What follows belongs to an exercise in optimizing a design on an open flow for small area and a short achievable clock period; a production flow would make more cautious choices.
No run shown here included a check of the RTL's function; only the layout flow was run.
Power figures rest on the tool's default switching activity, not on a simulated workload.

## flow/design.v (module list and top-level ports; edited modules follow where they fit)
// module alu: 5188 lines
// module alu_top: 24 lines
module alu_top  
#(parameter N=32)  
    (  
    input logic clk, reset,
    input logic[N-1:0]operand1, operand2,
    input logic[3:0] select,
    output logic[(2*N)-1:0] result
    );
  // ...
==> flow/run.sh <==
#!/bin/bash
# synth_recipe.tcl (not shown) runs the flow's synth.tcl, then flattens the netlist and writes it again
# the make line also repeats each setting of config.mk as NAME=value (left out here)
make -C /OpenROAD-flow-scripts/flow DESIGN_CONFIG=/design/flow/config.mk WORK_HOME=/design/flow/orfs CLKGATE_MAP_FILE= SYNTH_SCRIPT=/design/flow/synth_recipe.tcl finish
==> flow/config.mk <==
export PLATFORM = sky130hd
export DESIGN_NAME = alu_top
export DESIGN_NICKNAME = alu_top
export VERILOG_FILES = /design/flow/design.v
export SDC_FILE = /design/flow/constraint.sdc
export NUM_CORES = 8
export LEC_CHECK = 0
export ABC_AREA = 1
export CAP_MARGIN = 20
export CORE_MARGIN = 2
export CORE_UTILIZATION = 40
export SLEW_MARGIN = 20
==> flow/constraint.sdc <==
create_clock -name core_clock -period 380.0 [get_ports {clk}]
set_input_delay 76.0000 -clock core_clock [delete_from_list [all_inputs] [get_ports {clk}]]
set_output_delay 76.0000 -clock core_clock [all_outputs]
set_load 0.01 [all_outputs]
==> results.json, run 1 <==
{
  "critPathCaptureType": "flop",
  "grt_setup_unrepaired": "false",
  "coreArea_sq_mm": 0.138,
  "ant_nets": 0,
  "path_common_cell": "nand2_1",
  "period_minus_slack_ns": 130.64,
  "ys_dominant_reg_cell": "dfrtp_1",
  "cp.depth": 420,
  "met1_length_microns": 91800,
  "grt_use_met3_pct": 7.64,
  "htreeDepth": 3,
  "syn-num-nets": 9765,
  "min_path_type": "input pin to async pin",
  "grt_usage_pct": 31.4,
  "synth_top_family_by_area": "simple AND/OR/NAND/NOR gates",
  "ys_ff_latch": 64,
  "grt_use_met2_pct": 48.8,
  "largest_register": "result",
  "routedWlPerCell_microns": 20.7,
  "slowest_stage": "o21ai_0",
  "drc_errors": 0,
  "syn_area_per_cell_sq_um": 6.09,
  "antenna_found_initial": 4,
  "async_flop_share_pct": 100,
  "swShare_pct": 65.4,
  "port_buffers": 133,
  "hold_viol": 0,
  "nonClkBufAreaFrac_pct": 4.40,
  "num_vias": 58000,
  "synth_xor_area_share_pct": 7.69,
  "multi_input_area_share_pct": 77.4,
  "cts.sinks": 64,
  "use_met1_pct": 39.8,
  "fmax_mhz": 7.65,
  "status": "no timing/DRC/antenna violations",
  "critPathMaxStageDelay_ns": 0.70
}
==> run 2: changes to the inputs <==
--- a/flow/config.mk
+++ b/flow/config.mk
@@ -9,4 +9,5 @@
 export CAP_MARGIN = 20
 export CORE_MARGIN = 2
-export CORE_UTILIZATION = 40
+export CORE_UTILIZATION = 60
+export PLACE_DENSITY = 0.85
 export SLEW_MARGIN = 20
==> results.json, run 2 <==
{
  "n_fill_cell": 8938,
  "grt_first_pass_wirelength_microns": 333000,
  "power_mw": 0.197,
  "whs_ns": 76.23,
  "antenna_found_initial": 9,
  "setup_tns_ns": 0,
  "grt_setup_unrepaired": "false",
  "ys_dominant_reg_cell": "dfrtp_1",
  "critPathBufInv": 18,
  "grt_usage_pct": 46.4,
  "startpoint": "select[3]",
  "netlist.top_cell.by_area": "nand2_1",
  "largest_reg_flops": 64,
  "ant_nets": 0,
  "fmax_mhz": 7.58,
  "largest_register": "result",
  "cp.depth": 415,
  "firstDrtPassIters": 9,
  "syn_area_sq_mm": 0.0556,
  "path_class": "input pin to flop",
  "first_iter_violations": 6396,
  "required_ns": 380.29,
  "routed_wl_microns": 221000,
  "critPathMaxStageDelay_ns": 0.89,
  "setup_ws_ns": 248.04,
  "async_flop_share_pct": 100,
  "cts_buffers": 9,
  "slew_violations": 0,
  "route.met2.wl_microns": 90800,
  "path_clk_slew_ns": 0.06,
  "port_buffers": 133,
  "htreeDepth": 3,
  "power_density_mw_per_mm2": 3.50,
  "syn_to_final_growth_pct": 1.37,
  "met1_length_microns": 80600,
  "max-vdd-ir-drop_mv": 0.00243,
  "max_slew.worst_pin.slew_ns": 1.32,
  "path_common_cell": "nand2_1",
  "top_layer": "met5",
  "synth_common_cells": "2758 x nand2_1, 1380 x inv_1, 964 x nand3_1",
  "hold_buffers": 0,
  "status": "no timing/DRC/antenna violations",
  "wl_met3_microns": 28400,
  "cts-root-buf": "clkbuf_16",
  "grt_max_degree": 65,
  "cp-start-kind": "input pin",
  "drive_gt1_share_pct": 13.3,
  "arrival_ns": 132.25,
  "hpwl_microns": 170000,
  "coreArea_sq_mm": 0.0918,
  "multi_input_area_sq_mm": 0.0442,
  "path_max_fanout": 53,
  "top_regs": "result (64)",
  "fin_nets": 9712,
  "cts.sinks": 64,
  "slowest_stage": "nor2_4",
  "regArea_sq_mm": 0.00160,
  "ys_top_cells_by_area": "nand2_1 19%, fa_1 17%, inv_1 9.3%, nand3_1 8.7%, xor2_1 6.4%",
  "io_pins": 134,
  "cts_setup_buffers": 0,
  "min_period_over_period_pct": 34.7,
  "syn_area_per_cell_sq_um": 6.09,
  "hold_viol": 0,
  "cts_resized": 0,
  "fp-row-count": 111,
  "power_leakage_nw": 30.2,
  "layout_common_cells": "2758 x nand2_1, 1377 x inv_1, 964 x nand3_1",
  "syn-instance-count": 9131,
  "cts_tree": "done",
  "synth_top_area_share_pct": 18.6,
  "routedWlPerCell_microns": 21.4,
  "viasPerCell": 5.81,
  "post-place-ws_ns": 249.56,
  "drc_errors": 0,
  "num_vias": 60000,
  "die_w_microns": 309,
  "clockBufferDepth": 2,
  "min_path_type": "input pin to async pin",
  "yosysMostFrequentCell": "nand2_1",
  "critPathCaptureType": "flop",
  "setup_viol": 0,
  "crit_family": "simple AND/OR/NAND/NOR gates",
  "yosys_warnings": 2,
  "ys_ff_latch": 64,
  "layout_commonest_cell": "nand2_1",
  "grt_overflow": 0,
  "ys_types": 83,
  "dieArea_sq_mm": 0.0952,
  "period_minus_slack_ns": 131.96,
  "grt_pass1_vias": 56800,
  "syn-num-nets": 9765,
  "drv_cap": 0,
  "synth_edf_count": 0,
  "max_slew_margin_pct": 12.1,
  "place.gp.congestion": 1.10,
  "synth-seq-area-share_pct": 2.88,
  "die_h_microns": 309,
  "start_util_pct": 60.6
}
-- run 2: cell counts after synthesis --
No cell type changed its count.
-- run 2: kinds of logic (layout without fill, tap and decap cells) --
family                     Yosys count  in the layout  share of synthesized area, %
and+or+nand+nor                   5640           5640                          46.7
adders and majority gates          564            564                          19.0
xor gates and xnor gates           463            463                          7.69
AOI/OAI and AO/OA                  490            490                          5.33
other                                1              5                       0.00674
buffers and inverters             1909           1861                          18.4
DFF                                 64             64                          2.88
-- run 2: per-layer routing --
| layer | global-route usage [%] | vias up |
|---|---|---|
| met2 | 68.9 | 3563 |
| li1 | - | 27700 |
| met5 | 0.253 | - |
| met3 | 15.7 | 1082 |
| met4 | 36.4 | 16 |
| met1 | 55.0 | 27700 |
-- run 2: final cells by class --
class / count / area share [%]
antenna: 4 / 0.0177
clock buffer: 10 / 0.424
clock inverter: 6 / 0.120
inverter: 1556 / 11.0
multi-input combinational: 7158 / 78.4
sequential: 64 / 2.84
tap: 1243 / 2.76
timing repair buffer: 289 / 4.43
-- run 2: path summary, 6_finish.rpt --
path / end / slack (ns)
max in group asynchronous: result[22] / 303.16
setup / recovery: result[61] / 248.04
hold / removal: result[27] / 76.23
min in group core_clock: result[6] / 76.72
-- run 2: worst min-delay path, cell delays in order --
cell and delay, ns:
clkdlybuf4s50_1 0.41, inv_2 0.05, buf_4 0.71
-- run 2: where the power goes --
part	total [mW]	leakage, nW	internal (mW)	switching, mW
Clock	0.00942	0.145	0.00528	0.00414
Sequential	0.00853	0.852	0.00790	0.000635
Combinational	0.179	29.2	0.0549	0.125
Total	0.197	30.2	0.0681	0.129
-- run 2: through the flow --
| stage | instance area, sq um | utilization (%) | std cells |
|---|---|---|---|
| finish | 56400 | 61.4 | 10300 |
| global route | 56400 | 61.4 | 10300 |
| CTS | 56400 | 61.4 | 10300 |
| detailed placement | 56100 | 61.1 | 10300 |
| global placement | 56100 | 61.1 | 10300 |
| floorplan | 55600 | - | 9131 |

-- separate check: timing with driven ports --
No port has a modelled driver above. Below, the same layouts with a new extraction and two added sets of constraints.
Step 1 sets driving cells, clkbuf_16 on the clock port and buf_2 on the other inputs (assumed; they add their load-dependent delay and slew).
Step 2 times the ports against the registers' clock, not the clock port: input delays grow and output delays shrink by t, the midpoint of the rising clock arrivals with the driver on.
a / b / c = ideal / step 1 / step 2; a / b = the first two.
| run | shift t [ns] | slack for setup (ns) | worst hold slack (ns) | worst setup path at the end | cell pins on the clock port's net |
|---|---|---|---|---|---|
| run 1 | 0.446 | 249.356 / 249.391 / 248.945 | 76.240 / 76.207 / 76.653 | input to register | 1 |
| run 2 | 0.447 | 248.043 / 248.074 / 247.627 | 76.229 / 76.191 / 76.638 | input to register | 1 |
After both steps every run listed still meets setup and hold. For run 2, which loses most, drivers alone change the setup slack by +0.031 ns; drivers and shift together by -0.416 ns.
